From an optimization exercise on the open Yosys and OpenROAD flow, aimed at small area, a short achievable clock period and few clock cycles per item; shortcuts taken in it are not production practice.
Where RTL was checked, it was by simulation tests only, not by an equivalence proof against the original.
The RTL of run 8 was laid out without a check of its function.
Power is estimated from default activity; no workload was simulated.

[flow/design.v]
module seq_multiplier #(parameter N = 32) (
    input  logic clk, rst_n, start,
    input  logic [N-1:0] a, b,
    output logic [(2*N)-1:0] prod,
    output logic ready
);
    logic [63:0] r;
    logic [31:0] mcand;
    logic [1:0]  dlt;        
    logic [2:0]  top;        
    logic [2:0]  cnt;        
    logic        busy;
    logic        one0, two0, neg0, one1, two1, neg1;
    function automatic logic [5:0] benc(input logic [3:0] n, input logic l);
        benc = {n[2] ^ n[1],
                (n[3] & ~n[2] & ~n[1]) | (~n[3] & n[2] & n[1]),
                n[3],
                n[0] ^ l,
                (n[1] & ~n[0] & ~l) | (~n[1] & n[0] & l),
                n[1]};
    endfunction
    logic [7:0] fa, fb;      
    logic [7:0] ta, tb;      
    logic [7:0] ha, hb;      
    always_comb begin
        for (int i = 0; i < 8; i++) begin
            fa[i] = |a[4*i +: 4];
            fb[i] = |b[4*i +: 4];
        end
        ta[7] = fa[7];
        tb[7] = fb[7];
        for (int i = 6; i >= 0; i--) begin
            ta[i] = ta[i+1] | fa[i];
            tb[i] = tb[i+1] | fb[i];
        end
        ha = ta & ~{1'b0, ta[7:1]};
        hb = tb & ~{1'b0, tb[7:1]};
    end
    logic [2:0] pa, pb;
    logic [3:0] na, nb;
    logic       la, lb;
    always_comb begin
        pa = '0; pb = '0;
        na = '0; nb = '0;
        la = 1'b0; lb = 1'b0;
        for (int i = 0; i < 8; i++) begin
            pa = pa | ({3{ha[i]}} & 3'(i));
            pb = pb | ({3{hb[i]}} & 3'(i));
            na = na | ({4{ha[i]}} & a[4*i +: 4]);
            nb = nb | ({4{hb[i]}} & b[4*i +: 4]);
            if (i > 0) begin
                la = la | (ha[i] & a[4*i - 1]);
                lb = lb | (hb[i] & b[4*i - 1]);
            end
        end
    end
    logic       swap;        
    assign swap = |(tb & ~ta);
    logic [5:0] enc_a, enc_b;
    assign enc_a = benc(na, la);
    assign enc_b = benc(nb, lb);
    logic [3:0] nn;
    logic       nl;
    always_comb begin
        nn = '0;
        nl = 1'b0;
        for (int i = 1; i < 8; i++)
            if (top == 3'(i)) begin
                nn = r[28 + 4*i +: 4];
                nl = r[27 + 4*i];
            end
        if (cnt == 3'd1) nl = 1'b0;
    end
    logic [33:0] row0, row1;
    always_comb begin
        for (int k = 0; k < 33; k++) begin
            row0[k] = ((one0 & (k < 32 ? mcand[k] : 1'b0)) |
                       (two0 & (k > 0 ? mcand[k-1] : 1'b0))) ^ neg0;
            row1[k] = ((one1 & (k < 32 ? mcand[k] : 1'b0)) |
                       (two1 & (k > 0 ? mcand[k-1] : 1'b0))) ^ neg1;
        end
        row0[33] = neg0;
        row1[33] = neg1;
    end
    logic [37:0] u0, u1, u2, cs_s, cs_c, w;
    assign u0   = {{4{neg0}}, row0};
    assign u1   = {{2{neg1}}, row1, 1'b0, neg0};
    assign u2   = {2'b0, r[31:0], 1'b0, neg1, 2'b0};
    assign cs_s = u0 ^ u1 ^ u2;
    assign cs_c = ((u0 & u1) | (u0 & u2) | (u1 & u2)) << 1;
    logic [37:0] kg [0:6];
    logic [37:0] kp [0:6];
    always_comb begin
        kg[0] = cs_s & cs_c;
        kp[0] = cs_s ^ cs_c;
        for (int l = 0; l < 6; l++)
            for (int i = 0; i < 38; i++)
                if (i >= (1 << l)) begin
                    kg[l+1][i] = kg[l][i] | (kp[l][i] & kg[l][i - (1 << l)]);
                    kp[l+1][i] = kp[l][i] & kp[l][i - (1 << l)];
                end else begin
                    kg[l+1][i] = kg[l][i];
                    kp[l+1][i] = kp[l][i];
                end
    end
    assign w = kp[0] ^ {kg[6][36:0], 1'b0};
    logic [31:0] hm;
    always_comb begin
        hm = r[63:32];
        for (int i = 0; i < 8; i++)
            if (top == 3'(i)) hm[4*i +: 4] = 4'b0;
    end
    logic [27:0] up_nxt;
    assign up_nxt = {hm[27:4] + {{23{dlt[1]}}, dlt[0]}, hm[3:0]};
    always_ff @(posedge clk or negedge rst_n) begin
        if (!rst_n) begin
            busy  <= 1'b0;
            ready <= 1'b0;
        end else if (start) begin
            busy  <= ta[0] & tb[0];
            ready <= ~(ta[0] & tb[0]);
        end else if (busy && cnt == 0) begin
            busy  <= 1'b0;
            ready <= 1'b1;
        end
    end
    always_ff @(posedge clk) begin
        if (start) begin
            mcand <= swap ? b : a;
            r     <= swap ? {a, b & {32{na[3]}}} : {b, a & {32{nb[3]}}};
            dlt   <= 2'b00;
            top   <= swap ? pa : pb;
            cnt   <= swap ? pa : pb;
            {one1, two1, neg1, one0, two0, neg0} <= swap ? enc_a : enc_b;
        end else if (busy) begin
            r     <= {up_nxt, w[35:0]};
            dlt   <= w[37:36];
            cnt   <= cnt - 1'b1;
            {one1, two1, neg1, one0, two0, neg0} <= benc(nn, nl);
        end
    end
    logic [27:0] oa [0:5];   
    logic [27:0] oz [0:5];   
    always_comb begin
        oa[0] = {r[62:36], 1'b1};
        oz[0] = {~r[62:36], 1'b1};
        for (int l = 0; l < 5; l++)
            for (int i = 0; i < 28; i++)
                if (i >= (1 << l)) begin
                    oa[l+1][i] = oa[l][i] & oa[l][i - (1 << l)];
                    oz[l+1][i] = oz[l][i] & oz[l][i - (1 << l)];
                end else begin
                    oa[l+1][i] = oa[l][i];
                    oz[l+1][i] = oz[l][i];
                end
    end
    assign prod = {r[63:36] ^ (({28{dlt == 2'b01}} & oa[5]) |
                               ({28{dlt == 2'b11}} & oz[5])), r[35:0]};
endmodule
[flow/constraint.sdc]
create_clock -name core_clock -period 4.5 [get_ports {clk}]
set_input_delay 0.9000 -clock core_clock [delete_from_list [all_inputs] [get_ports {clk}]]
set_output_delay 0.9000 -clock core_clock [all_outputs]
set_load 0.01 [all_outputs]
[flow/config.mk]
export PLATFORM = sky130hd
export DESIGN_NAME = seq_multiplier
export DESIGN_NICKNAME = seq_multiplier
export VERILOG_FILES = /design/flow/design.v
export SDC_FILE = /design/flow/constraint.sdc
export NUM_CORES = 4
export LEC_CHECK = 0
export CAP_MARGIN = 20
export CORE_MARGIN = 2
export CORE_UTILIZATION = 40
export SLEW_MARGIN = 20
[flow/standard.sh]
#!/bin/bash
# synth_recipe.tcl (not shown) runs the flow's synth.tcl, then flattens the netlist and writes it again
# the make line also repeats each setting of config.mk as NAME=value (left out here)
make -C /OpenROAD-flow-scripts/flow DESIGN_CONFIG=/design/flow/config.mk WORK_HOME=/design/flow/orfs CLKGATE_MAP_FILE= SYNTH_SCRIPT=/design/flow/synth_recipe.tcl "${@:-finish}"
[flow/flow/run.sh]
#!/bin/bash
# The standard layout, with the port buffers made of the smallest buffer
# cell instead of the default delay buffer.
set -euo pipefail
export BUFFER_PORTS_ARGS="-buffer_cell sky130_fd_sc_hd__buf_1"
bash standard.sh > standard_flow.log 2>&1
==> results of run 1 <==
-- state kept, by name, summed over array words and instances (netlist names), 2 cells and up --
register and flops:
cnt 3, dlt 2, mcand 32, r 64
top 3
-- cell families after synthesis --
logic type / after synthesis / synth area share [%]
AO/OA/AOI/OAI: 446 / 23.80
XOR/XNOR: 137 / 9.564
adder cells (fa/ha/maj): 99 / 11.77
buffers and inverters: 165 / 6.448
flip-flops: 112 / 26.27
multiplexers: 75 / 6.685
AND/OR/NAND/NOR: 361 / 15.46
-- area by class of cell --
class                      instances  area (um2)  area share (%)
tap                              402       503.0           3.547
clock buffer                      10       229.0           1.615
inverter                          52       195.2           1.376
multi-input combinational       1118        8605           60.68
clock inverter                     6       66.31          0.4676
sequential                       112        3333           23.50
timing repair buffer             218        1240           8.744
antenna                            4       10.01         0.07058
-- metal layers --
metal / share of wire, % / up-vias
li1: - / 5492
met1: 45 / 5829
met2: 45 / 479
met3: 6.4 / 64
met4: 2.8 / 0
met5: 0 / -
-- worst max path at each step --
stage	startpoint	end	slack, ns	cells past startpoint
2_1_floorplan	neg0	r[35]	0.07	15
3_3_place_gp	one0	r[28]	-0.08	13
3_5_place_dp	one1	r[28]	-0.10	12
6_report	r[38]	prod[53]	0.19	9
5_1_grt	r[38]	prod[51]	0.02	9
4_1_cts	r[36]	prod[53]	0.04	9
-- where the power goes --
group / leakage (nW) / total (W) / switching [W] / internal, W
Combinational: 4.16 / 0.00982 / 0.00565 / 0.00417
Sequential: 1.14 / 0.00221 / 0.000520 / 0.00169
Clock: 0.147 / 0.000866 / 0.000429 / 0.000438
-- timing repair --
item | 4_1_cts | 5_1_grt
setup buffers | 0 | 8
resized for setup | 3 | 8
pin swaps | 0 | 1
endpoints found under the setup margin | 2 | 17
-- worst max-delay path: cells and delay by family (launching register included) --
| kind | cells | cell delay, ns |
|---|---|---|
| compound gates | 1 | 0.28 |
| simple gates | 6 | 1.92 |
| flops | 1 | 0.52 |
| buf+inv | 1 | 0.16 |
| xor+xnor | 1 | 0.16 |
-- through the flow --
step	area (um2)	cells	setup TNS [ns]	total power, W
finish	14180	1922	0	0.01290
global route	14170	1918	0	0.01398
CTS	14070	1910	0	0.01262
detailed placement	13760	1894	-0.1003	0.01167
global placement	13760	1894	-0.08137	0.01159
floorplan	12690	1395	0	0.009016
-- placed cells by master (no fill, tap or decap), types with 11 or more instances in the layout --
cell and n:
a31oi_1 11, nor2b_1 19, or3_1 15, buf_4 79, a211oi_1 11, buf_1 130, nor3_1 23, o21ai_0 69
o21bai_1 15, nand2_1 82, inv_1 49, o21a_1 19, mux2i_1 33, o211ai_1 13, a22oi_1 73, a21oi_1 107
edfxtp_1 108, xnor2_1 106, mux2_2 38, a21o_1 22, nor2_1 72, and2_1 16, fa_1 34, or4_1 16
and3_1 15, a221oi_1 31, xor2_1 29, ha_1 65, nand3_1 25, nor4_1 19
==> flow_summary_export.csv, run 1 <==
group,metric,value,unit
die,core.rowCount,65,
die,io_pins,132,
final_layout,fill_cells,3132,
synth,yosysMostFrequentCell,"edfxtp_1",
timing,setup_viol,0,
setup_path,crit_top_cell,"nor4b_4",
final_layout,layout.nets,1677,
setup_path,start_kind,"register",
synth,syn_avg_cell_area,9.097,um2
power_and_ir_drop,p_per_area,909.4,mW/mm2
detailed_routing,ant_nets,0,
global_routing,met2_usage,42.53,%
cts,h-tree-depth,3,
synth,yosysTopAreaCellShare,25.56,%
cts,cts_made_buffers,9,
setup_path,cp_cell_sequence,"nor4b_4, nor4b_4, nor4b_4, or3b_4, nor3_2, nand2b_1, o32ai_1, xnor2_1, buf_1",
synth,ys_warn_count,5,
synth,syn_inst,1395,
final_layout,fin_util,45.17,%
setup_path,crit_arrival,3.41,ns
timing,drv_slew,0,
die,coreArea,0.03139,mm2
timing,worst_pin_slew,0.7998,ns
synth,async_flop_share,1.786,%
power_and_ir_drop,ir_drop,0.0004924,V
synth,synth-seq-cells,112,
cts,cts_buffer_depth,2,
setup_path,crit_path_max_incr_delay,0.52,ns
die,die-area,0.03316,mm2
timing,fin_crit_sh,95.70,%
timing,max_freq,232.2,MHz
synth,ys_types,85,
cts,clock_latency,0.37,ns
setup_path,critPathMaxFanout,7,
outcome,status,"timing/DRC/antenna clean",
setup_path,criticalPathCategory,"register to primary output",
timing,hold_ws,0.3365,ns
timing,period_needed,4.307,ns
setup_path,cp_slowest_cell,"edfxtp_1",
global_routing,overflow,0,
setup_path,regToRegStartpoint,"two0",
placement,place_congestion,1.014,
timing,fin_ws,0.1935,ns
detailed_routing,vias,11860,
final_layout,drive_above_1_share,11.41,%
synth,yosys.area.top_type,"edfxtp_1",
synth,netlist_top_cells_count,"edfxtp_1, a21oi_1, xnor2_1",
global_routing,met1_usage,37.85,%
detailed_routing,drtIter0Drc,1042,
cts,cts.sinks,112,
timing,hold_viol,0,
global_routing,grt_util_all_layers,26.68,%
die,start_util,40.42,%
global_routing,grt.busiest_layer,"met2",
global_routing,antenna_found_initial,0,
power_and_ir_drop,p_leak,5.453,nW
synth,yosys-top-cells-area,"edfxtp_1, xnor2_1, ha_1",
job,maxCapViolCount,0,
cts,cts_tree,"done",
timing,rsz0062_at_grt,"no",
placement,hpwlAfterDp,34920,um
global_routing,use_met3,3.173,%
detailed_routing,via_per_inst,6.173,
synth,synth_edf_count,108,
setup_path,worstPathRequired,3.60,ns
cts,clockRootBuffer,"clkbuf_16",
global_routing,grt_first_pass_wirelength,67880,um
placement,port_buffers,131,
global_routing,grt_max_degree,74,
timing,slew-limit-headroom,46.12,%
placement,post-place-ws,-0.1003,ns
setup_path,crit_path_end_kind,"primary output",
synth,yosysSeqAreaShare,26.27,%
synth,synth_nets,1561,
cts,clk_pin_slew,0.08,ns
detailed_routing,first_pass_iters,5,
detailed_routing,routedWlPerCell,23.26,um
setup_path,worst-r2r-cell-count,13,
setup_path,reg2reg_to,"r[35]",
hold_path,hp-class,"input port to asynchronous set/reset pin",
die,die_y,182.1,um
detailed_routing,wl,44710,um
synth,ys.flop_type,"edfxtp_1",
cts,postCtsHoldBufs,0,
synth,syn_area,0.01269,mm2
die,fp.dieW,182.1,um
timing,skew,0.01300,ns
final_layout,areaGrowthSynthToFinish,11.75,%
setup_path,worst-r2r-setup-slack,0.23,ns
global_routing,grt_pass1_vias,11210,
detailed_routing,route.detailed.drc,0,
Testbench counts, summed over its fixed seeds: cycles 10,280, items 2,400.
==> inputs of run 2 (changes only) <==
--- a/flow/design.v
+++ b/flow/design.v
@@ -106,5 +106,6 @@
     assign w = kp[0] ^ {kg[6][36:0], 1'b0};
+    logic [27:0] up_sum;
     logic [31:0] hm;
     always_comb begin
-        hm = r[63:32];
+        hm = {up_sum, r[35:32]};
         for (int i = 0; i < 8; i++)
@@ -113,3 +114,3 @@
     logic [27:0] up_nxt;
-    assign up_nxt = {hm[27:4] + {{23{dlt[1]}}, dlt[0]}, hm[3:0]};
+    assign up_nxt = hm[27:0];
     always_ff @(posedge clk or negedge rst_n) begin
@@ -156,4 +157,5 @@
     end
-    assign prod = {r[63:36] ^ (({28{dlt == 2'b01}} & oa[5]) |
-                               ({28{dlt == 2'b11}} & oz[5])), r[35:0]};
+    assign up_sum = r[63:36] ^ (({28{dlt == 2'b01}} & oa[5]) |
+                                ({28{dlt == 2'b11}} & oz[5]));
+    assign prod   = {up_sum, r[35:0]};
 endmodule
--- a/flow/config.mk
+++ b/flow/config.mk
@@ -9,3 +9,3 @@
 export CORE_MARGIN = 2
-export CORE_UTILIZATION = 40
+export CORE_UTILIZATION = 60
 export SLEW_MARGIN = 20
==> run 2 against run 1 <==
Count of clock-buffer cells in the layout down 1. Clock skew up 0.0037 ns. First-iteration DRC count up 14%. Largest power group unchanged. Final cell count down 19%. Die area down 39%. Largest cell class unchanged. Critical endpoint is now r[35].
==> flow_summary_export.csv, run 2 <==
group,metric,value,unit
cts,clk_pin_slew,0.09,ns
synth,yosys-top-cells-area,"edfxtp_1, xnor2_1, fa_1",
final_layout,drive_above_1_share,11.68,%
placement,hpwlAfterDp,29430,um
timing,fin_crit_sh,95.37,%
final_layout,largest_register_ff_count,64,
placement,port_buffers,131,
cts,h-tree-depth,3,
synth,syn_avg_cell_area,9.476,um2
cts,clockRootBuffer,"clkbuf_16",
synth,synth_nets,1355,
cts,cts_tree,"done",
setup_path,cp_slowest_cell,"fa_1",
timing,fin_setup_tns,0,ns
synth,async_flop_share,1.786,%
global_routing,grt_max_degree,75,
global_routing,antenna_found_initial,1,
synth,ys.flop_type,"edfxtp_1",
detailed_routing,routedWlPerCell,24.42,um
setup_path,worst-r2r-setup-slack,0.21,ns
final_layout,layout_commonest_cell,"buf_1",
power_and_ir_drop,p_per_area,770.6,mW/mm2
synth,synth-seq-cells,112,
setup_path,crit_path_start,"one1",
setup_path,crit_path_end_kind,"register",
setup_path,crit_family,"compound AO/OA/AOI/OAI gates",
timing,skew,0.01674,ns
power_and_ir_drop,p_leak,4.790,nW
cts,cts_made_buffers,9,
detailed_routing,via_per_inst,6.796,
final_layout,regMostFlops,"r",
timing,slew-limit-headroom,47.98,%
setup_path,critPathMaxFanout,32,
setup_path,crit_top_cell,"and2_1",
synth,netlist_top_cells_count,"edfxtp_1, xnor2_1, a21oi_1",
setup_path,crit_buf_inv,2,
die,io_pins,132,
detailed_routing,drtIter0Drc,1193,
synth,synth_edf_count,108,
timing,period_needed,4.291,ns
setup_path,worst-r2r-cell-count,14,
synth,ys_types,81,
setup_path,crit_path_end,"r[35]",
setup_path,worstPathRequired,4.70,ns
setup_path,cp.depth,14,
cts,clock_latency,0.38,ns
synth,syn_area,0.01149,mm2
timing,setup_viol,0,
final_layout,antenna_cells,0,
global_routing,grt_pass1_vias,9599,
timing,max_freq,233.0,MHz
detailed_routing,route.detailed.drc,0,
setup_path,crit_path_max_incr_delay,0.51,ns
global_routing,grt_first_pass_wirelength,57090,um
setup_path,start_kind,"register",
placement,place_congestion,0.9808,
synth,syn_inst,1213,
setup_path,cp_cell_sequence,"buf_4, a22oi_1, xnor2_1, fa_1, inv_1, ha_1, a211oi_1, o21ai_0, and2_1, a221o_1, o211ai_1, nand3_1, and2_1, o311ai_1",
die,core.rowCount,50,
global_routing,grt_util_all_layers,37.42,%
die,start_util,61.25,%
outcome,status,"timing/DRC/antenna clean",
die,die_y,142.4,um
detailed_routing,first_pass_iters,6,
power_and_ir_drop,ir_drop,0.0004961,V
die,coreArea,0.01877,mm2
final_layout,mostFrequentLayoutCells,"buf_1, edfxtp_1, xnor2_1, a21oi_1, nand2_1",
timing,drv_slew,0,
timing,hold_viol,0,
die,die-area,0.02028,mm2
detailed_routing,wl,38110,um
detailed_routing,ant_nets,0,
hold_path,hp-class,"input port to asynchronous set/reset pin",
setup_path,crit_arrival,4.49,ns
synth,yosysTopAreaCellShare,28.21,%
die,fp.dieW,142.4,um
cts,cts.sinks,112,
synth,yosysSeqAreaShare,29.00,%
setup_path,criticalPathCategory,"register to register",
setup_path,regToRegStartpoint,"one1",
synth,ys_warn_count,5,
final_layout,fill_cells,1591,
timing,hold_ws,0.2896,ns
final_layout,areaGrowthSynthToFinish,9.840,%
timing,worst_pin_slew,0.7732,ns
synth,yosysMostFrequentCell,"edfxtp_1",
job,maxCapViolCount,0,
detailed_routing,vias,10610,
synth,yosys.area.top_type,"edfxtp_1",
cts,cts_buffer_depth,2,
final_layout,layout.nets,1464,
setup_path,reg2reg_to,"r[35]",
final_layout,top_regs,"r x64, mcand x32",
global_routing,overflow,0,
run 2: worst min-delay path by stage:
stage          cells after the start     to
2_1_floorplan                      2  r[36]
3_3_place_gp                       2  ready
3_5_place_dp                       2  ready
4_1_cts                            1  ready
5_1_grt                            1  ready
6_report                           1  ready
run 2: per-layer routing:
metal	share of wire [%]	GRT usage [%]
met3	11	8.143
met5	0.034	0
met2	42	53.24
met4	3.3	12.77
met1	43	56.19
run 2: power breakdown:
| part | internal, W | leakage, nW | switching (W) |
|---|---|---|---|
| combinational | 0.00287 | 3.51 | 0.00416 |
| clock | 0.000389 | 0.136 | 0.000432 |
| sequential | 0.00155 | 1.15 | 0.000322 |
run 2: through the flow:
| stage | std cells | utilization [%] | total power (W) | cell area [um2] | worst slack [ns] |
|---|---|---|---|---|---|
| 6_report | 1561 | 67.27 | 0.009729 | 12630 | 0.2086 |
| 5_1_grt | 1561 | 67.27 | 0.01049 | 12630 | -0.04463 |
| 4_1_cts | 1555 | 66.65 | 0.009495 | 12510 | 0.1428 |
| 3_5_place_dp | 1539 | 65.11 | 0.008632 | 12220 | 0.1638 |
| 3_3_place_gp | 1539 | 65.11 | 0.008584 | 12220 | 0.2099 |
| 2_1_floorplan | 1213 | - | 0.006982 | 11490 | 0.02906 |
run 2: logic make-up after synthesis:
| logic type | share of synthesized area, % |
|---|---|
| compound gates | 24.09 |
| simple gates | 13.15 |
| buf+inv | 6.422 |
| mux | 7.456 |
| fa+ha+maj | 10.32 |
| flops | 29.00 |
| xor+xnor | 9.568 |
run 2: cell type report:
cell class / count / area [um2] / share of cell area, %
Multi-Input combinational cell: 958 / 7460 / 59.08
Timing Repair Buffer: 193 / 1071 / 8.483
Clock buffer: 9 / 225.2 / 1.784
Sequential cell: 112 / 3333 / 26.40
Clock inverter: 7 / 63.81 / 0.5054
Inverter: 48 / 180.2 / 1.427
Tap cell: 234 / 292.8 / 2.319
run 2: timing repair:
action / CTS / global route
endpoints found under the hold margin: 0 / 0
setup endpoints to repair: 0 / 21
buffers inserted: 0 / 5
gates resized for setup: 0 / 4
hold buffers: 0 / 0
Testbench counts of run 2, summed over its fixed seeds: cycles 10,280, items 2,400.
==> inputs of run 3 (changes only) <==
--- a/flow/config.mk
+++ b/flow/config.mk
@@ -9,3 +9,4 @@
 export CORE_MARGIN = 2
-export CORE_UTILIZATION = 60
+export CORE_UTILIZATION = 40
+export GPL_TIMING_DRIVEN = 0
 export SLEW_MARGIN = 20
==> run 3 against run 2 <==
Highest routed layer is now met4. Still clean on timing, DRC and antenna. Synthesized area unchanged. Critical path depth is the same. Combinational power rose by 6.3%. Critical path type unchanged.
==> flow_summary_export.csv, run 3 <==
group,metric,value,unit
synth,yosys.area.top_type,"edfxtp_1",
cts,cts_made_buffers,9,
global_routing,grt_util_all_layers,29.18,%
placement,hpwlAfterDp,34980,um
power_and_ir_drop,power,0.01022,W
timing,hold_ws,0.2981,ns
setup_path,cp_slowest_cell,"edfxtp_1",
power_and_ir_drop,ir_drop,0.0003273,V
global_routing,grt_first_pass_wirelength,65480,um
job,maxCapViolCount,0,
timing,hold_viol,0,
cts,cts_buffer_depth,2,
detailed_routing,routedWlPerCell,25.20,um
detailed_routing,drtIter0Drc,1086,
synth,syn_area,0.01149,mm2
final_layout,largest_register_ff_count,64,
die,core.rowCount,62,
timing,slew-limit-headroom,25.36,%
final_layout,fill_cells,2821,
synth,syn_avg_cell_area,9.476,um2
die,fp.dieW,173.5,um
global_routing,grt_max_degree,42,
synth,yosysTopAreaCellShare,28.21,%
setup_path,crit_family,"compound AO/OA/AOI/OAI gates",
die,die-area,0.03011,mm2
timing,period_needed,4.392,ns
global_routing,antenna_found_initial,2,
timing,setup_viol,0,
setup_path,cp_cell_sequence,"clkbuf_2, a22oi_1, xnor2_1, fa_1, ha_1, a21oi_1, o211ai_1, a21oi_1, o21ai_1, o31ai_4, buf_4, o21bai_1, xnor2_1, a21oi_1",
setup_path,crit_path_end_kind,"register",
die,coreArea,0.02847,mm2
synth,syn_inst,1213,
timing,worst_pin_slew,1.120,ns
synth,synth_nets,1355,
die,io_pins,132,
placement,port_buffers,131,
global_routing,overflow,0,
final_layout,drive_above_1_share,13.44,%
synth,ys_warn_count,5,
setup_path,critPathMaxFanout,10,
die,start_util,40.38,%
synth,ys_types,81,
cts,cts_tree,"done",
synth,async_flop_share,1.786,%
final_layout,areaGrowthSynthToFinish,13.24,%
timing,rsz0062_at_grt,"no",
synth,yosysSeqAreaShare,29.00,%
final_layout,top_regs,"r x64, mcand x32",
timing,drv_slew,0,
power_and_ir_drop,p_per_area,785.2,mW/mm2
synth,synth-seq-cells,112,
synth,yosys-top-cells-area,"edfxtp_1, xnor2_1, fa_1",
detailed_routing,wl,44190,um
synth,synth_edf_count,108,
placement,place_congestion,0.9540,
final_layout,mostFrequentLayoutCells,"buf_1, edfxtp_1, xnor2_1, a21oi_1, nand2_1",
cts,clk_pin_slew,0.08,ns
synth,netlist_top_cells_count,"edfxtp_1, xnor2_1, a21oi_1",
detailed_routing,via_per_inst,6.148,
detailed_routing,route.detailed.drc,0,
outcome,status,"timing/DRC/antenna clean",
global_routing,grt_pass1_vias,10370,
hold_path,hp-class,"input port to asynchronous set/reset pin",
final_layout,layout.nets,1506,
setup_path,criticalPathCategory,"register to register",
detailed_routing,ant_nets,0,
timing,max_freq,227.7,MHz
setup_path,crit_arrival,4.49,ns
cts,clockRootBuffer,"clkbuf_16",
setup_path,crit_buf_inv,2,
cts,h-tree-depth,3,
synth,ys.flop_type,"edfxtp_1",
final_layout,regMostFlops,"r",
timing,skew,0.01455,ns
setup_path,start_kind,"register",
cts,cts.sinks,112,
die,die_y,173.5,um
cts,clock_latency,0.38,ns
setup_path,crit_path_max_incr_delay,0.58,ns
final_layout,layout_commonest_cell,"buf_1",
detailed_routing,first_pass_iters,5,
setup_path,worstPathRequired,4.60,ns
setup_path,crit_top_cell,"a21oi_1",
timing,fin_crit_sh,97.61,%
power_and_ir_drop,p_leak,4.902,nW
synth,yosysMostFrequentCell,"edfxtp_1",
detailed_routing,vias,10780,
-- run 3: where the power goes --
group	internal (W)	switching, W
Sequential	0.00155	0.000325
Clock	0.000436	0.000437
Combinational	0.00308	0.00439
-- run 3: final timing paths --
| check | from | endpoint | slack, ns | depth (start not counted) |
|---|---|---|---|---|
| max | one1 | r[28] | 0.11 | 14 |
| min | rst_n | ready | 0.30 | 1 |
| max reg2reg | one1 | r[28] | 0.11 | 14 |
| min reg2reg | ready | ready | 0.64 | 2 |
| max in group asynchronous | rst_n | busy | 4.08 | 1 |
| min in group core_clock | ready | ready | 0.64 | 2 |
-- run 3: what timing repair did --
| item | CTS | global route |
|---|---|---|
| resized for setup | 32 | 23 |
| setup buffers | 2 | 7 |
| hold buffers | 0 | 0 |
| setup endpoints to repair | 28 | 22 |
| pin swaps | 2 | 2 |
-- run 3: cell families after synthesis --
kind of cell,count (synthesis),share of synthesized area (%)
compound gates,398,24.09
xor+xnor,124,9.568
fa+ha+maj,75,10.32
buf+inv,143,6.422
flops,112,29.00
mux,77,7.456
simple gates,284,13.15
-- run 3: layer usage --
layer	part of all wire, %	GRT usage [%]
met4	4.3	13.17
met2	47	48.25
met1	42	38.15
met5	0	0
met3	6.9	3.860
-- run 3: stage by stage --
step                setup slack [ns]  setup TNS [ns]  cells  utilization (%)  area (um2)
finish                        0.1076               0   1754            45.72       13020
global route                0.001728               0   1754            45.72       13020
CTS                         0.009337               0   1748            45.41       12930
detailed placement            -1.890          -26.33   1730            44.02       12530
global placement              -1.993         -112.97   1728            43.79       12470
floorplan                    0.02906               0   1213                -       11490
-- run 3: final cells by class --
type                    instances  area (um2)  area share [%]
diodes                          1       2.502         0.01923
plain buffers                  93       591.8           4.547
clock buffers                  10       229.0           1.759
clock inverters                 6       67.56          0.5191
inverters                      48       183.9           1.413
multi-input cells             958        7520           57.77
flip-flops and latches        112        3333           25.61
well taps                     384       480.5           3.691
repair buffers                142       608.1           4.672
==> inputs of run 4 (changes only) <==
--- a/flow/config.mk
+++ b/flow/config.mk
@@ -10,3 +10,3 @@
 export CORE_UTILIZATION = 40
-export GPL_TIMING_DRIVEN = 0
+export SETUP_SLACK_MARGIN = 0.8
 export SLEW_MARGIN = 20
==> run 4 against run 3 <==
Still clean. First-iteration DRC count down 14%. Final area rose by 6.4%. Non-clock buffer count is 6 lower. Largest power group unchanged.
==> flow_summary_export.csv, run 4 <==
group,metric,value,unit
detailed_routing,vias,10600,
detailed_routing,via_per_inst,6.061,
placement,placed_area,0.01239,mm2
die,core.rowCount,62,
setup_path,crit_top_cell,"nand2_2",
cts,cts_buffer_depth,2,
setup_path,crit_path_start,"r[43]",
final_layout,mostFrequentLayoutCells,"buf_1, edfxtp_1, xnor2_1, buf_4, a21oi_1",
setup_path,cp_slowest_cell,"or4_4",
cts,postCtsHoldBufs,0,
hold_path,hp-class,"input port to asynchronous set/reset pin",
final_layout,fill_cells,2708,
setup_path,critPathMaxFanout,3,
power_and_ir_drop,p_leak,5.117,nW
synth,syn_area,0.01149,mm2
global_routing,grt_first_pass_wirelength,60430,um
setup_path,crit_arrival,2.99,ns
detailed_routing,first_pass_iters,5,
die,io_pins,132,
die,die_y,173.5,um
setup_path,crit_path_end_kind,"primary output",
detailed_routing,drtIter0Drc,934,
job,maxCapViolCount,0,
power_and_ir_drop,ir_drop,0.0003898,V
die,coreArea,0.02847,mm2
final_layout,top_regs,"r x64, mcand x32",
cts,cts_made_buffers,9,
setup_path,worstPathRequired,3.60,ns
synth,syn_inst,1213,
global_routing,use_met3,2.851,%
setup_path,criticalPathCategory,"register to primary output",
cts,cts.sinks,112,
setup_path,start_kind,"register",
timing,rsz0062_at_grt,"yes",
global_routing,grt.busiest_layer,"met2",
global_routing,grt_pass1_vias,9901,
synth,yosysMostFrequentCell,"edfxtp_1",
synth,yosys.area.top_type,"edfxtp_1",
timing,skew,0.009057,ns
timing,max_freq,257.2,MHz
cts,cts_tree,"done",
placement,port_buffers,131,
synth,yosysTopAreaCellShare,28.21,%
timing,fin_setup_tns,0,ns
global_routing,met2_usage,43.82,%
synth,synth_nets,1355,
cts,clockRootBuffer,"clkbuf_16",
final_layout,drive_above_1_share,22.30,%
synth,ys.flop_type,"edfxtp_1",
synth,netlist_top_cells_count,"edfxtp_1, xnor2_1, a21oi_1",
global_routing,antenna_found_initial,0,
detailed_routing,wl,40900,um
final_layout,largest_register_ff_count,64,
global_routing,overflow,0,
placement,place_congestion,0.9534,
detailed_routing,routedWlPerCell,23.40,um
synth,syn_avg_cell_area,9.476,um2
timing,hold_viol,0,
placement,hpwlAfterDp,30680,um
timing,period_needed,3.888,ns
timing,slew-limit-headroom,41.90,%
final_layout,layout_commonest_cell,"buf_1",
setup_path,regToRegStartpoint,"one1",
synth,yosysSeqAreaShare,29.00,%
timing,drv_slew,0,
synth,ys_types,81,
synth,async_flop_share,1.786,%
final_layout,regMostFlops,"r",
cts,clock_latency,0.37,ns
die,die-area,0.03011,mm2
setup_path,crit_path_max_incr_delay,0.55,ns
die,start_util,40.38,%
cts,clk_pin_slew,0.08,ns
outcome,status,"timing/DRC/antenna clean",
timing,fin_crit_sh,86.39,%
final_layout,areaGrowthSynthToFinish,20.50,%
synth,ys_warn_count,5,
global_routing,grt_util_all_layers,26.28,%
detailed_routing,route.detailed.drc,0,
timing,worst_pin_slew,0.8716,ns
global_routing,grt_max_degree,75,
synth,synth_edf_count,108,
power_and_ir_drop,p_per_area,824.9,mW/mm2
final_layout,postLayoutCellArea,0.01385,mm2
cts,h-tree-depth,3,
synth,yosys-top-cells-area,"edfxtp_1, xnor2_1, fa_1",
detailed_routing,ant_nets,0,
setup_path,cp_cell_sequence,"or4_4, nor4b_4, and4_4, and4b_1, nand2_2, or2_4, buf_4, nand2_2, xor2_1, buf_2",
global_routing,met1_usage,36.10,%
synth,synth-seq-cells,112,
die,fp.dieW,173.5,um
timing,setup_viol,0,
final_layout,layout.nets,1500,
[run 4: cell counts after synthesis]
No cell type changed its count.
[run 4: logic make-up (layout without fill, tap and decap cells)]
group | Yosys count | count (layout) | share of synthesized area (%)
and+or+nand+nor | 284 | 284 | 13.15
other | 0 | 1 | 0
muxes | 77 | 77 | 7.456
AOI/OAI and AO/OA | 398 | 398 | 24.09
DFF | 112 | 112 | 29.00
buffers and inverters | 143 | 293 | 6.422
adders and majority gates | 75 | 75 | 10.32
xor gates and xnor gates | 124 | 124 | 9.568
[run 4: metal layers]
metal / vias up / routed length, um
li1: 4863 / -
met1: 5218 / 17720
met2: 449 / 19490
met3: 65 / 2593
met4: 0 / 1097
met5: - / 0
[run 4: through the flow]
| stage | hold WS [ns] | utilization, % | power, W | worst slack [ns] | instances |
|---|---|---|---|---|---|
| after floorplan | 0.5459 | - | 0.007117 | 0.8193 | 1213 |
| after global placement | 0.5679 | 43.52 | 0.008483 | 0.3346 | 1685 |
| after detailed placement | 0.5809 | 43.52 | 0.008534 | 0.3065 | 1685 |
| after CTS | 0.2925 | 46.27 | 0.01011 | 0.6109 | 1730 |
| after global routing | 0.3014 | 48.64 | 0.01225 | 0.5174 | 1747 |
| final | 0.2979 | 48.65 | 0.01142 | 0.6124 | 1748 |
[run 4: worst max-delay path: cells and delay by family (launching register included)]
| family | cells | cell delay [ns] |
|---|---|---|
| AND/OR/NAND/NOR | 7 | 1.76 |
| flip-flops | 1 | 0.44 |
| buffers and inverters | 2 | 0.29 |
| XOR/XNOR | 1 | 0.14 |
[run 4: where the power goes]
group	switching, W	internal, W
combinational	0.00467	0.00398
sequential	0.000353	0.00156
clock	0.000436	0.000434
[run 4: final timing paths]
| path | slack (ns) | cells after the start | end |
|---|---|---|---|
| worst max-delay path | 0.61 | 10 | prod[61] |
| worst min-delay path | 0.30 | 1 | ready |
| worst max register to register | 0.70 | 16 | r[35] |
| worst min register to register | 0.60 | 2 | ready |
| max in group asynchronous | 4.08 | 1 | busy |
| min in group core_clock | 0.60 | 2 | ready |
[run 4: what timing repair did]
action	CTS	global route
pin swaps	27	65
setup endpoints to repair	31	35
setup buffers	29	16
gates resized for setup	54	102
[run 4: final cells by class]
class                   instances  area [um2]  share of cell area (%)
clock buffers                   9       225.2                   1.626
flip-flops and latches        112        3336                   24.08
multi-input cells             958        8222                   59.36
diodes                          1       2.502                 0.01807
inverters                      48       180.2                   1.301
well taps                     384       480.5                   3.469
repair buffers                229        1334                   9.630
clock inverters                 7       71.32                  0.5149
==> inputs of run 5 (changes only) <==
--- a/flow/config.mk
+++ b/flow/config.mk
@@ -10,3 +10,2 @@
 export CORE_UTILIZATION = 40
-export SETUP_SLACK_MARGIN = 0.8
 export SLEW_MARGIN = 20
==> run 5 against run 4 <==
Clock skew increased by 0.0063 ns. Count of clock-buffer cells in the layout grew 1. Combinational power shrank 21%. Worst hold slack better by 0.012 ns. Power decreased by 16%. Synthesized cell count unchanged. Register-to-register slack got worse by 0.43 ns. Non-clock buffer count shrank 29. Largest cell class unchanged. First-iteration DRC count increased by 11%. Flip-flop and latch count stayed put. Global-route usage decreased by 0.34 points. Die area is the same.
==> flow_summary_export.csv, run 5 <==
group,metric,value,unit
die,coreArea,0.02847,mm2
final_layout,fin_util,45.06,%
outcome,status,"timing/DRC/antenna clean",
global_routing,grt.busiest_layer,"met2",
cts,cts_tree,"done",
placement,place_congestion,0.9387,
die,die_y,173.5,um
hold_path,hp-class,"input port to asynchronous set/reset pin",
power_and_ir_drop,p_per_area,752.4,mW/mm2
synth,async_flop_share,1.786,%
setup_path,critPathMaxFanout,6,
global_routing,met1_usage,35.56,%
timing,hold_ws,0.3101,ns
final_layout,layout_commonest_cell,"buf_1",
timing,max_freq,232.6,MHz
cts,post_cts_buffers,0,
global_routing,antenna_found_initial,0,
synth,yosysTopAreaCellShare,28.21,%
die,io_pins,132,
job,maxCapViolCount,0,
setup_path,crit_family,"simple AND/OR/NAND/NOR gates",
setup_path,criticalPathCategory,"register to primary output",
detailed_routing,ant_nets,0,
setup_path,cp_slowest_cell,"or4_1",
final_layout,top_regs,"r x64, mcand x32",
final_layout,regMostFlops,"r",
timing,setup_viol,0,
setup_path,cp_cell_sequence,"or4_1, nor4b_4, and4_1, and4b_1, nand2_1, or2_1, o22ai_1, xor2_1, buf_1",
detailed_routing,wl,39610,um
detailed_routing,via_per_inst,6.063,
cts,h-tree-depth,3,
die,fp.dieW,173.5,um
detailed_routing,route.detailed.drc,0,
cts,clk_pin_slew,0.08,ns
setup_path,crit_path_max_incr_delay,0.61,ns
cts,clock_latency,0.37,ns
detailed_routing,first_pass_iters,6,
final_layout,multi_input_area,0.007450,mm2
timing,rsz0062_at_grt,"no",
final_layout,largest_register_ff_count,64,
cts,clockRootBuffer,"clkbuf_16",
synth,yosys.area.top_type,"edfxtp_1",
final_layout,fill_cells,2841,
timing,fin_setup_tns,0,ns
cts,cts_buffer_depth,2,
final_layout,mostFrequentLayoutCells,"buf_1, edfxtp_1, xnor2_1, a21oi_1, nand2_1",
timing,skew,0.01540,ns
setup_path,worstPathRequired,3.60,ns
synth,ys.flop_type,"edfxtp_1",
timing,fin_crit_sh,95.56,%
setup_path,crit_arrival,3.40,ns
synth,syn_area,0.01149,mm2
synth,yosysMostFrequentCell,"edfxtp_1",
global_routing,grt_pass1_vias,9819,
synth,synth_nets,1355,
synth,synth_edf_count,108,
die,start_util,40.38,%
placement,hpwlAfterDp,31120,um
final_layout,areaGrowthSynthToFinish,11.60,%
setup_path,crit_buf_inv,1,
final_layout,antenna_cells,0,
setup_path,crit_path_end_kind,"primary output",
final_layout,drive_above_1_share,11.85,%
power_and_ir_drop,ir_drop,0.0003490,V
synth,netlist_top_cells_count,"edfxtp_1, xnor2_1, a21oi_1",
timing,period_needed,4.300,ns
detailed_routing,vias,10410,
synth,synth-seq-cells,112,
placement,port_buffers,131,
synth,syn_avg_cell_area,9.476,um2
synth,yosys-top-cells-area,"edfxtp_1, xnor2_1, fa_1",
die,core.rowCount,62,
cts,cts.sinks,112,
detailed_routing,drtIter0Drc,1036,
global_routing,overflow,0,
power_and_ir_drop,p_leak,4.802,nW
global_routing,met2_usage,41.45,%
timing,hold_viol,0,
global_routing,grt_max_degree,51,
global_routing,grt_util_all_layers,25.94,%
synth,yosysSeqAreaShare,29.00,%
placement,placed_area,0.01251,mm2
cts,postCtsHoldBufs,0,
setup_path,start_kind,"register",
synth,syn_inst,1213,
synth,ys_types,81,
final_layout,layout.nets,1471,
global_routing,use_met3,3.904,%
timing,worst_pin_slew,1.043,ns
synth,ys_warn_count,5,
timing,slew-limit-headroom,29.83,%
final_layout,regArea,0.003333,mm2
final_layout,postLayoutCellArea,0.01283,mm2
timing,drv_slew,0,
detailed_routing,routedWlPerCell,23.07,um
cts,cts_made_buffers,9,
global_routing,grt_first_pass_wirelength,59390,um
die,die-area,0.03011,mm2
==> run 5: final timing paths <==
check	startpoint	endpoint	slack, ns	cells after the start
min in group core_clock	ready	ready	0.61	2
max	r[42]	prod[63]	0.20	9
max in group asynchronous	rst_n	busy	4.06	1
min	rst_n	ready	0.31	1
min reg2reg	ready	ready	0.61	2
max reg2reg	neg1	dlt[0]	0.27	15
==> run 5: cell families (layout without fill, tap and decap cells) <==
kind of cell	count (synthesis)	in the layout	synth area share (%)
buffers and inverters	143	263	6.422
XOR/XNOR	124	124	9.568
adder cells (fa/ha/maj)	75	75	10.32
multiplexers	77	77	7.456
AND/OR/NAND/NOR	284	284	13.15
flip-flops	112	112	29.00
AO/OA/AOI/OAI	398	398	24.09
==> run 5: worst reg2reg max path: cells and delay by family, from the launching register on <==
family,cells,cell delay [ns]
flip-flops,1,0.35
XOR/XNOR,1,0.18
AO/OA/AOI/OAI,8,2.01
buffers and inverters,4,0.74
adder cells (fa/ha/maj),2,0.81
==> run 5: through the flow <==
step	total power, W	worst slack, ns	std cells
finish	0.009652	0.1999	1717
global route	0.01044	0.04425	1717
CTS	0.009538	0.1767	1717
detailed placement	0.008571	0.2421	1702
global placement	0.008554	0.0004006	1702
floorplan	0.006982	0.02906	1213
==> run 5: layout make-up <==
cell class / count / area share, %
multi-input combinational: 958 / 58.07
sequential: 112 / 25.98
timing repair buffer: 200 / 8.388
tap: 384 / 3.745
clock buffer: 10 / 1.785
inverter: 48 / 1.404
clock inverter: 5 / 0.6242
==> run 5: what timing repair did <==
item                                   4_1_cts  5_1_grt
endpoints found under the hold margin        0        0
gates resized for setup                      0        1
setup endpoints to repair                    0        2
==> run 5: where the power goes <==
| part | switching [W] | leakage [nW] | internal (W) | total [W] |
|---|---|---|---|---|
| Clock | 0.000423 | 0.147 | 0.000488 | 0.000911 |
| Sequential | 0.000345 | 1.15 | 0.00155 | 0.00190 |
| Combinational | 0.00400 | 3.51 | 0.00285 | 0.00684 |
==> run 5: per-layer routing <==
metal  vias to the layer above  wire (um)  part of all wire [%]
met5                         -          0                     0
met1                      5071      17150                    43
met2                       471      18210                    46
met3                        77       2811                   7.1
met4                         0       1445                   3.6
li1                       4792          -                     -
==> inputs of run 6 (changes only) <==
--- a/flow/config.mk
+++ b/flow/config.mk
@@ -10,2 +10,3 @@
 export CORE_UTILIZATION = 40
+export SETUP_SLACK_MARGIN = 0.5
 export SLEW_MARGIN = 20
==> run 6 against run 5 <==
Clock power fell by 8.1%. Wire length up 0.60%. Worst hold slack worse by 0.0054 ns. Register-to-register slack improved by 0.33 ns. Non-clock buffer count rose by 17. Sequential power is essentially flat. Final area increased by 3.2%. First-iteration DRC count shrank 1.2%. Die area unchanged. Synthesized cell count did not move. Sequential share of layout area is 0.80 points lower. Critical path depth is 2 higher. Critical path type is now input port to register. Largest power group unchanged.
==> flow_summary_export.csv, run 6 <==
group,metric,value,unit
outcome,status,"timing/DRC/antenna clean",
synth,synthMuxAreaShare,7.456,%
synth,synth_nets,1355,
synth,ys_types,81,
cts,cts_made_buffers,9,
final_layout,largest_register_ff_count,64,
setup_path,crit_top_cell,"buf_4",
final_layout,regMostFlops,"r",
placement,port_buffers,131,
final_layout,drive_above_1_share,16.80,%
synth,synth_compound_area_share,24.09,%
synth,ys.flop_type,"edfxtp_1",
final_layout,layout_commonest_cell,"buf_1",
timing,hold_ws,0.3047,ns
timing,rsz0062_at_grt,"yes",
cts,clk_pin_slew,0.09,ns
setup_path,critPathMaxFanout,26,
setup_path,worstPathRequired,4.68,ns
synth,async_flop_share,1.786,%
global_routing,overflow,0,
setup_path,crit_path_end,"r[33]",
final_layout,postLayoutCellArea,0.01324,mm2
die,io_pins,132,
power_and_ir_drop,intPower,0.005256,W
die,core.rowCount,62,
setup_path,start_kind,"input port",
global_routing,antenna_found_initial,1,
placement,dp_cells,1702,
setup_path,crit_family,"simple AND/OR/NAND/NOR gates",
die,die-area,0.03011,mm2
synth,yosys.area.top_type,"edfxtp_1",
final_layout,fin_cells,1736,
power_and_ir_drop,p_leak,4.927,nW
hold_path,hp-class,"input port to asynchronous set/reset pin",
setup_path,worst-r2r-cell-count,16,
cts,cts_tree,"done",
global_routing,grt_max_degree,55,
synth,synth_edf_count,108,
synth,yosysTopAreaCellShare,28.21,%
power_and_ir_drop,p_per_area,786.1,mW/mm2
synth,yosys.area_share.simple,13.15,%
synth,yosysMostFrequentCell,"edfxtp_1",
timing,period_needed,3.923,ns
setup_path,crit_arrival,4.10,ns
timing,setup_viol,0,
global_routing,grt_first_pass_wirelength,60010,um
setup_path,regToRegStartpoint,"one0",
placement,place_congestion,0.9989,
die,die_y,173.5,um
synth,ys_warn_count,5,
synth,syn_avg_cell_area,9.476,um2
detailed_routing,wl,39850,um
global_routing,grt_pass1_vias,10110,
final_layout,mostFrequentLayoutCells,"buf_1, edfxtp_1, xnor2_1, a21oi_1, nand2_1",
global_routing,grt_util_all_layers,26.00,%
timing,worst_pin_slew,0.9475,ns
power_and_ir_drop,clkPwrFrac,8.0,%
die,start_util,40.38,%
synth,syn_area,0.01149,mm2
setup_path,crit_buf_inv,3,
detailed_routing,first_pass_iters,5,
synth,syn_inst,1213,
power_and_ir_drop,ir_drop,0.0003192,V
setup_path,crit_path_start,"a[19]",
timing,skew,0.02036,ns
timing,max_freq,254.9,MHz
cts,cts.sinks,112,
synth,yosysSeqAreaShare,29.00,%
setup_path,crit_path_max_incr_delay,0.73,ns
detailed_routing,drtIter0Drc,1024,
setup_path,cp_slowest_cell,"or4_1",
synth,synth-seq-cells,112,
cts,clockRootBuffer,"clkbuf_16",
setup_path,criticalPathCategory,"input port to register",
final_layout,top_regs,"r x64, mcand x32",
synth,synth_top_family_by_area,"compound AO/OA/AOI/OAI gates",
detailed_routing,route.detailed.drc,0,
detailed_routing,ant_nets,0,
job,maxCapViolCount,0,
placement,placed_area,0.01251,mm2
timing,hold_viol,0,
timing,fin_crit_sh,87.18,%
synth,synth_adder_area_share,10.32,%
cts,postCtsHoldBufs,0,
synth,netlist_top_cells_count,"edfxtp_1, xnor2_1, a21oi_1",
setup_path,cp_cell_sequence,"buf_1, or4_1, nor4_4, nand3_2, o21ai_2, a21o_1, buf_4, buf_4, nor2_1, or3_1, o31ai_2",
synth,synthXorXnorAreaFrac,9.568,%
final_layout,layout.nets,1488,
placement,hpwlAfterDp,30970,um
power_and_ir_drop,seqPwrFrac,18.1,%
final_layout,fill_cells,2794,
power_and_ir_drop,combPwrFrac,73.9,%
timing,drv_slew,0,
setup_path,reg2reg_to,"r[30]",
setup_path,worst-r2r-setup-slack,0.60,ns
power_and_ir_drop,switching_share,49.48,%
setup_path,cp.depth,11,
power_and_ir_drop,p_sw,0.005148,W
timing,slew-limit-headroom,36.25,%
setup_path,crit_path_end_kind,"register",
cts,cts_buffer_depth,2,
synth,yosys-top-cells-area,"edfxtp_1, xnor2_1, fa_1",
cts,h-tree-depth,3,
die,fp.dieW,173.5,um
die,coreArea,0.02847,mm2
cts,clock_latency,0.38,ns
detailed_routing,routedWlPerCell,22.96,um
detailed_routing,via_per_inst,6.014,
timing,fin_setup_tns,0,ns
detailed_routing,vias,10440,
final_layout,areaGrowthSynthToFinish,15.14,%
run 6: changes by cell type in the layout (fill, tap and decap cells not counted), moves of 6 or more:
cell and change:
a22oi_1 -7, a21oi_1 -7, a22oi_2 +7, a21oi_2 +7
ha_4 +6, ha_1 -10, buf_4 +16
run 6: logic make-up (layout without fill, tap and decap cells):
kind of cell | after synthesis | in the layout
adder cells (fa/ha/maj) | 75 | 75
AND/OR/NAND/NOR | 284 | 284
other | 0 | 1
XOR/XNOR | 124 | 124
flip-flops | 112 | 112
multiplexers | 77 | 77
AO/OA/AOI/OAI | 398 | 398
buffers and inverters | 143 | 281
run 6: area by class of cell:
class | count | area [um2] | area share [%]
Sequential cell | 112 | 3333 | 25.18
Antenna cell | 1 | 2.502 | 0.01891
Clock buffer | 9 | 225.2 | 1.702
Inverter | 48 | 180.2 | 1.361
Tap cell | 384 | 480.5 | 3.630
Timing Repair Buffer | 217 | 1201 | 9.075
Clock inverter | 7 | 63.81 | 0.4821
Multi-Input combinational cell | 958 | 7749 | 58.55
run 6: power groups by stage:
| stage | Sequential (W) | Combinational, W | Clock [W] |
|---|---|---|---|
| 6_report | 0.00188 | 0.00769 | 0.000837 |
| 5_1_grt | 0.00193 | 0.00838 | 0.000888 |
| 3_3_place_gp | 0.00192 | 0.00668 | 0 |
| 4_1_cts | 0.00189 | 0.00693 | 0.000845 |
| 2_1_floorplan | 0.00176 | 0.00525 | 0 |
| 3_5_place_dp | 0.00191 | 0.00673 | 0 |
run 6: worst min path at each step:
stage            end  slack [ns]  depth (start not counted)
2_1_floorplan  r[36]        0.55                          2
3_3_place_gp   ready        0.60                          2
3_5_place_dp   ready        0.61                          2
4_1_cts        ready        0.30                          1
5_1_grt        ready        0.30                          1
6_report       ready        0.30                          1
run 6: repair_timing:
action	4_1_cts	5_1_grt
buffers inserted	8	9
cloned	0	0
pin swaps	5	18
resized for setup	18	51
endpoints found under the setup margin	18	30
run 6: layer usage:
layer	global-route usage, %	wire, um	vias to the layer above
met5	0	0	-
met4	9.075	1315	0
met3	3.092	2498	70
met2	42.12	18510	402
met1	36.01	17530	5132
li1	-	-	4837
run 6: through the flow:
stage | setup WS, ns | total power [W] | util (%)
2_1_floorplan | 0.5515 | 0.007009 | -
3_3_place_gp | 0.1015 | 0.008595 | 43.91
3_5_place_dp | 0.2889 | 0.008644 | 43.94
4_1_cts | 0.4762 | 0.009658 | 45.46
5_1_grt | 0.4610 | 0.01120 | 46.49
6_report | 0.5768 | 0.01040 | 46.49
run 6: worst reg2reg max path, cell delays in order (launching register included):
cell	delay (ns)
edfxtp_1	0.39
buf_4	0.21
buf_6	0.18
a22oi_1	0.21
xnor2_1	0.17
fa_1	0.45
ha_2	0.41
nand2_1	0.19
nor2_4	0.21
nand3_1	0.11
a21oi_2	0.20
o31ai_4	0.10
buf_4	0.16
buf_4	0.14
o31ai_1	0.27
xnor2_1	0.16
mux2i_1	0.09
==> inputs of run 7 (changes only) <==
--- a/flow/config.mk
+++ b/flow/config.mk
@@ -10,3 +10,3 @@
 export CORE_UTILIZATION = 40
-export SETUP_SLACK_MARGIN = 0.5
+export SETUP_SLACK_MARGIN = 0.25
 export SLEW_MARGIN = 20
==> run 7 against run 6 <==
Combinational power is 9.6% lower. Synthesized area did not move. Via count decreased by 0.85%. Worst setup slack got worse by 0.16 ns. Synthesized cell count unchanged. Flip-flop and latch count unchanged. Wire length decreased by 1.2%. Die area did not move. Global-route usage is 0.074 points higher. Worst hold slack got worse by 0.018 ns.
==> flow_summary_export.csv, run 7 <==
group,metric,value,unit
setup_path,crit_buf_inv,2,
timing,period_needed,4.086,ns
detailed_routing,route.detailed.drc,0,
synth,syn_area,0.01149,mm2
power_and_ir_drop,power,0.009685,W
detailed_routing,met3_length,2517,um
setup_path,cp_cell_sequence,"or4_4, nor4b_4, buf_4, and4_4, and4b_1, nand2_1, or2_1, o22ai_1, xor2_1, buf_1",
detailed_routing,vias,10350,
global_routing,grt_first_pass_wirelength,60050,um
detailed_routing,wl,39380,um
synth,ys_warn_count,5,
placement,place_congestion,0.9549,
detailed_routing,ant_nets,0,
setup_path,crit_path_max_incr_delay,0.53,ns
cts,postCtsHoldBufs,0,
cts,cts_buffer_depth,2,
final_layout,top_regs,"r x64, mcand x32",
synth,netlist_top_cells_count,"edfxtp_1, xnor2_1, a21oi_1",
hold_path,hp-class,"input port to asynchronous set/reset pin",
outcome,status,"timing/DRC/antenna clean",
cts,clk_pin_slew,0.08,ns
final_layout,mostFrequentLayoutCells,"buf_1, edfxtp_1, xnor2_1, a21oi_1, nand2_1",
die,die_y,173.5,um
synth,syn_avg_cell_area,9.476,um2
setup_path,worstPathRequired,3.60,ns
global_routing,overflow,0,
detailed_routing,dr_wl_met2,18390,um
die,die-area,0.03011,mm2
global_routing,grt_util_all_layers,26.08,%
setup_path,criticalPathCategory,"register to primary output",
final_layout,drive_above_1_share,12.01,%
final_layout,fill_cells,2817,
synth,yosysMostFrequentCell,"edfxtp_1",
timing,max_freq,244.7,MHz
final_layout,regArea,0.003333,mm2
detailed_routing,routedWlPerCell,23.06,um
timing,worst_pin_slew,0.8697,ns
timing,fin_crit_sh,90.80,%
job,maxCapViolCount,0,
placement,hpwlAfterDp,30890,um
cts,cts_tree,"done",
placement,port_buffers,131,
final_layout,fin_cells,1708,
synth,syn_inst,1213,
setup_path,crit_path_end_kind,"primary output",
detailed_routing,via_per_inst,6.061,
synth,synth_edf_count,108,
die,start_util,40.38,%
placement,post-place-ws,0.2716,ns
synth,ys_types,81,
setup_path,crit_family,"simple AND/OR/NAND/NOR gates",
final_layout,antenna_cells,0,
timing,hold_ws,0.2870,ns
final_layout,regMostFlops,"r",
timing,rsz0062_at_grt,"yes",
timing,drv_slew,0,
detailed_routing,first_pass_iters,6,
power_and_ir_drop,p_leak,4.773,nW
setup_path,start_kind,"register",
timing,setup_viol,0,
global_routing,grt_max_degree,53,
setup_path,critPathMaxFanout,5,
synth,ys.flop_type,"edfxtp_1",
cts,cts_made_buffers,9,
setup_path,crit_arrival,3.19,ns
synth,yosysTopAreaCellShare,28.21,%
timing,slew-limit-headroom,42.02,%
die,coreArea,0.02847,mm2
die,fp.dieW,173.5,um
timing,fin_setup_tns,0,ns
global_routing,antenna_found_initial,2,
detailed_routing,drtIter0Drc,1060,
final_layout,layout.nets,1461,
final_layout,multi_input_area,0.007490,mm2
cts,h-tree-depth,3,
synth,synth-seq-cells,112,
detailed_routing,highest_layer,"met5",
power_and_ir_drop,p_per_area,758.7,mW/mm2
die,io_pins,132,
synth,yosysSeqAreaShare,29.00,%
synth,yosys.area.top_type,"edfxtp_1",
synth,yosys-top-cells-area,"edfxtp_1, xnor2_1, fa_1",
synth,async_flop_share,1.786,%
final_layout,areaGrowthSynthToFinish,11.06,%
cts,clockRootBuffer,"clkbuf_16",
die,core.rowCount,62,
timing,skew,0.02299,ns
final_layout,largest_register_ff_count,64,
timing,fin_ws,0.4139,ns
synth,synth_nets,1355,
cts,cts.sinks,112,
cts,clock_latency,0.39,ns
setup_path,cp_slowest_cell,"or4_4",
final_layout,layout_commonest_cell,"buf_1",
timing,hold_viol,0,
detailed_routing,wl_met1,17390,um
power_and_ir_drop,ir_drop,0.0003655,V
placement,dp_cells,1681,
global_routing,grt_pass1_vias,9997,
## run 7: cells by family after synthesis
kind of cell | Yosys count | synth area share [%]
compound gates | 398 | 24.09
xor+xnor | 124 | 9.568
buf+inv | 143 | 6.422
simple gates | 284 | 13.15
mux | 77 | 7.456
fa+ha+maj | 75 | 10.32
flops | 112 | 29.00
## run 7: final timing paths
| check | end | slack [ns] | cells after the start | from |
|---|---|---|---|---|
| worst max-delay path | prod[63] | 0.41 | 10 | r[40] |
| worst min-delay path | ready | 0.29 | 1 | rst_n |
| worst max register to register | r[23] | 0.45 | 14 | one1 |
| worst min register to register | ready | 0.62 | 2 | ready |
| max in group asynchronous | busy | 4.08 | 1 | rst_n |
| min in group core_clock | ready | 0.62 | 2 | ready |
## run 7: cell type report
class,instances,area share (%)
clock buffer,10,1.872
clock inverter,6,0.3920
inverter,48,1.411
multi-input combinational,958,58.67
sequential,112,26.11
tap,384,3.764
timing repair buffer,190,7.782
## run 7: metal layers
layer / global-route usage [%] / up-vias
met3: 2.939 / 55
met2: 42.85 / 437
met4: 7.804 / 2
met1: 36.21 / 5068
met5: 0 / -
li1: - / 4790
## run 7: metrics by stage
stage                     instance area (um2)  util [%]
after floorplan                         11500         -
after global placement                  12340     43.33
after detailed placement                12340     43.33
after CTS                               12660     44.48
after global routing                    12770     44.84
final                                   12770     44.84
## run 7: where the power goes
group | total, W | internal (W) | switching [W]
sequential | 0.00189 | 0.00155 | 0.000341
clock | 0.000843 | 0.000401 | 0.000442
combinational | 0.00695 | 0.00284 | 0.00411
total | 0.00969 | 0.00479 | 0.00489
## run 7: what timing repair did
action	in CTS	in global routing
pin swaps	1	2
hold endpoints to repair	0	0
resized for setup	2	12
buffers inserted	3	8
endpoints found under the setup margin	3	16
==> inputs of run 8 (changes only) <==
--- a/flow/design.v
+++ b/flow/design.v
@@ -90,18 +90,3 @@
     assign cs_c = ((u0 & u1) | (u0 & u2) | (u1 & u2)) << 1;
-    logic [37:0] kg [0:6];
-    logic [37:0] kp [0:6];
-    always_comb begin
-        kg[0] = cs_s & cs_c;
-        kp[0] = cs_s ^ cs_c;
-        for (int l = 0; l < 6; l++)
-            for (int i = 0; i < 38; i++)
-                if (i >= (1 << l)) begin
-                    kg[l+1][i] = kg[l][i] | (kp[l][i] & kg[l][i - (1 << l)]);
-                    kp[l+1][i] = kp[l][i] & kp[l][i - (1 << l)];
-                end else begin
-                    kg[l+1][i] = kg[l][i];
-                    kp[l+1][i] = kp[l][i];
-                end
-    end
-    assign w = kp[0] ^ {kg[6][36:0], 1'b0};
+    assign w = cs_s + cs_c;
     logic [27:0] up_sum;
--- a/flow/config.mk
+++ b/flow/config.mk
@@ -10,3 +10,2 @@
 export CORE_UTILIZATION = 40
-export SETUP_SLACK_MARGIN = 0.25
 export SLEW_MARGIN = 20
==> run 8 against run 7 <==
Clock skew decreased by 0.012 ns. Power up 7.9%. First-iteration DRC count is 21% higher. Largest power group unchanged.
==> flow_summary_export.csv, run 8 <==
group,metric,value,unit
detailed_routing,ant_nets,0,
final_layout,regMostFlops,"r",
global_routing,grt_max_degree,55,
detailed_routing,first_pass_iters,5,
cts,cts.sinks,112,
job,maxCapViolCount,0,
cts,clockRootBuffer,"clkbuf_16",
timing,rsz0062_at_grt,"no",
placement,hpwlAfterDp,31270,um
cts,clock_latency,0.38,ns
synth,synth_nets,1414,
timing,drv_slew,0,
cts,postCtsHoldBufs,0,
final_layout,top_regs,"r x64, mcand x32",
die,core.rowCount,62,
timing,fin_crit_sh,95.79,%
timing,hold_ws,0.2963,ns
cts,cts_buffer_depth,2,
power_and_ir_drop,ir_drop,0.0003403,V
placement,place_congestion,0.9539,
final_layout,layout.nets,1492,
global_routing,antenna_found_initial,2,
synth,netlist_top_cells_count,"edfxtp_1, xnor2_1, a21oi_1",
setup_path,start_kind,"register",
die,fp.dieW,175.0,um
die,io_pins,132,
cts,clk_pin_slew,0.09,ns
detailed_routing,wl,39630,um
synth,ys.flop_type,"edfxtp_1",
timing,worst_pin_slew,1.009,ns
global_routing,met2_usage,40.96,%
timing,max_freq,232.0,MHz
global_routing,grt.busiest_layer,"met2",
detailed_routing,route.detailed.drc,0,
timing,period_needed,4.311,ns
detailed_routing,routedWlPerCell,22.78,um
synth,yosysTopAreaCellShare,27.73,%
synth,ys_warn_count,3,
cts,h-tree-depth,3,
setup_path,criticalPathCategory,"register to register",
synth,yosysMostFrequentCell,"edfxtp_1",
placement,placed_area,0.01249,mm2
global_routing,grt_first_pass_wirelength,59770,um
synth,yosysSeqAreaShare,28.50,%
synth,synth_edf_count,108,
final_layout,areaGrowthSynthToFinish,9.769,%
global_routing,grt_util_all_layers,25.59,%
setup_path,crit_arrival,4.63,ns
setup_path,worstPathRequired,4.82,ns
die,die-area,0.03062,mm2
power_and_ir_drop,p_leak,5.009,nW
final_layout,postLayoutCellArea,0.01284,mm2
global_routing,grt_pass1_vias,10020,
outcome,status,"timing/DRC/antenna clean",
detailed_routing,vias,10480,
final_layout,fin_util,44.60,%
setup_path,crit_path_end_kind,"register",
final_layout,largest_register_ff_count,64,
power_and_ir_drop,p_per_area,813.8,mW/mm2
placement,port_buffers,131,
synth,syn_inst,1272,
synth,async_flop_share,1.786,%
final_layout,layout_commonest_cell,"buf_1",
final_layout,drive_above_1_share,9.889,%
cts,cts_tree,"done",
hold_path,hp-class,"input port to asynchronous set/reset pin",
cts,cts_made_buffers,9,
global_routing,overflow,0,
power_and_ir_drop,power,0.01045,W
die,die_y,175.0,um
timing,hold_viol,0,
synth,ys_types,84,
die,coreArea,0.02878,mm2
global_routing,use_met3,3.655,%
synth,yosys-top-cells-area,"edfxtp_1, xnor2_1, fa_1",
timing,setup_viol,0,
final_layout,mostFrequentLayoutCells,"buf_1, edfxtp_1, xnor2_1, a21oi_1, nand2_1",
synth,yosys.area.top_type,"edfxtp_1",
setup_path,critPathMaxFanout,22,
die,start_util,40.63,%
detailed_routing,drtIter0Drc,1284,
timing,slew-limit-headroom,32.64,%
global_routing,met1_usage,35.85,%
synth,synth-seq-cells,112,
synth,syn_area,0.01169,mm2
synth,syn_avg_cell_area,9.193,um2
timing,fin_setup_tns,0,ns
detailed_routing,via_per_inst,6.021,
timing,skew,0.01123,ns
final_layout,fill_cells,2866,
[run 8: cell types whose count changed after synthesis, moves of 9 or more]
cell / previous run / this run
o21ai_0: 63 / 45
o21ai_1: 2 / 26
inv_1: 44 / 79
clkbuf_1: 35 / 55
a221oi_2: 11 / 0
o21bai_1: 20 / 8
and3_1: 6 / 15
and2_1: 11 / 2
nor2_1: 70 / 59
[run 8: area by class of cell]
type	instances	area [um2]	share of cell area, %
repair buffers	181	920.9	7.174
clock buffers	9	225.2	1.755
well taps	384	480.5	3.743
multi-input cells	964	7465	58.15
clock inverters	7	100.1	0.7798
inverters	82	309.0	2.408
diodes	1	2.502	0.01950
flip-flops and latches	112	3333	25.97
[run 8: cells by family (layout without fill, tap and decap cells)]
family                     count (synthesis)  count (layout)  share of synthesized area, %
muxes                                     76              76                         7.212
other                                      0               1                             0
and+or+nand+nor                          285             285                         13.56
AOI/OAI and AO/OA                        398             398                         22.84
buffers and inverters                    196             279                         7.821
xor gates and xnor gates                 130             130                         9.919
adders and majority gates                 75              75                         10.14
DFF                                      112             112                         28.50
[run 8: power breakdown]
group | switching, W | internal (W) | leakage, nW
logic | 0.00454 | 0.00306 | 3.70
clock network | 0.000453 | 0.000497 | 0.161
registers | 0.000339 | 0.00155 | 1.15
[run 8: metal layers]
metal,routed length (um),vias up
met5,0,-
met4,1108,0
met3,2819,66
met2,18190,469
met1,17510,5077
li1,-,4864
[run 8: metrics by stage]
step | cells | setup slack [ns]
floorplan | 1272 | 0.2557
detailed placement | 1722 | 0.1889
global placement | 1722 | 0.3005
global route | 1740 | 0.003395
finish | 1740 | 0.1893
CTS | 1738 | 0.1046
[run 8: what timing repair did]
| item | in CTS | in global routing |
|---|---|---|
| buffers inserted | 0 | 1 |
| setup endpoints to repair | 0 | 7 |
| gates resized for setup | 0 | 2 |
[run 8: final timing paths]
kind,startpoint,endpoint,slack [ns],depth (start not counted)
max,one0,dlt[0],0.19,14
min,rst_n,busy,0.30,1
max reg2reg,one0,dlt[0],0.19,14
min reg2reg,ready,ready,0.59,2
max in group asynchronous,rst_n,ready,4.08,1
min in group core_clock,ready,ready,0.59,2
[run 8: critical path, stage by stage (launching register included)]
cell	delay [ns]
edfxtp_1	0.55
buf_4	0.32
a22oi_1	0.14
xnor2_1	0.17
fa_1	0.49
inv_1	0.04
ha_1	0.37
a21o_1	0.23
a31o_2	0.23
a221o_1	0.34
a31o_2	0.25
a21boi_2	0.36
o211ai_1	0.21
a2111oi_0	0.40
nand3b_1	0.15

[static timing again, ports no longer ideal]
No port has a modelled driver above. Below, the same layouts with a new extraction and two added sets of constraints. Step 1: set_driving_cell puts a clkbuf_16 on clk and a buf_2 on each other input, an assumption about the parent block. Step 2, shift: input delay + t, output delay - t, t = (earliest + latest rising clock arrival at the registers) / 2. This alone moves slack from input paths to output paths. Three values: ideal ports, drivers, drivers and shift; two values: the first two.
run | t, ns | setup WS [ns] | worst setup path at the end | worst data-port slew with drivers (ns)
run 1 | 0.416 | 0.193 / 0.143 / 0.228 | register to register | 0.09
run 2 | 0.411 | 0.209 / 0.209 / 0.209 | register to register | 0.06
run 3 | 0.423 | 0.108 / 0.108 / -0.139 | input to register | 0.08
run 4 | 0.415 | 0.612 / 0.565 / 0.501 | input to register | 0.06
run 5 | 0.412 | 0.200 / 0.150 / 0.193 | input to register | 0.04
run 6 | 0.413 | 0.577 / 0.542 / 0.146 | input to register | 0.09
run 7 | 0.424 | 0.414 / 0.363 / 0.342 | input to register | 0.07
run 8 | 0.422 | 0.189 / 0.189 / 0.189 | register to register | 0.06
With both steps, setup timing fails in run 3, where it was met with ideal ports. For run 6, which loses most, drivers alone change the setup slack by -0.035 ns; drivers and shift together by -0.431 ns.
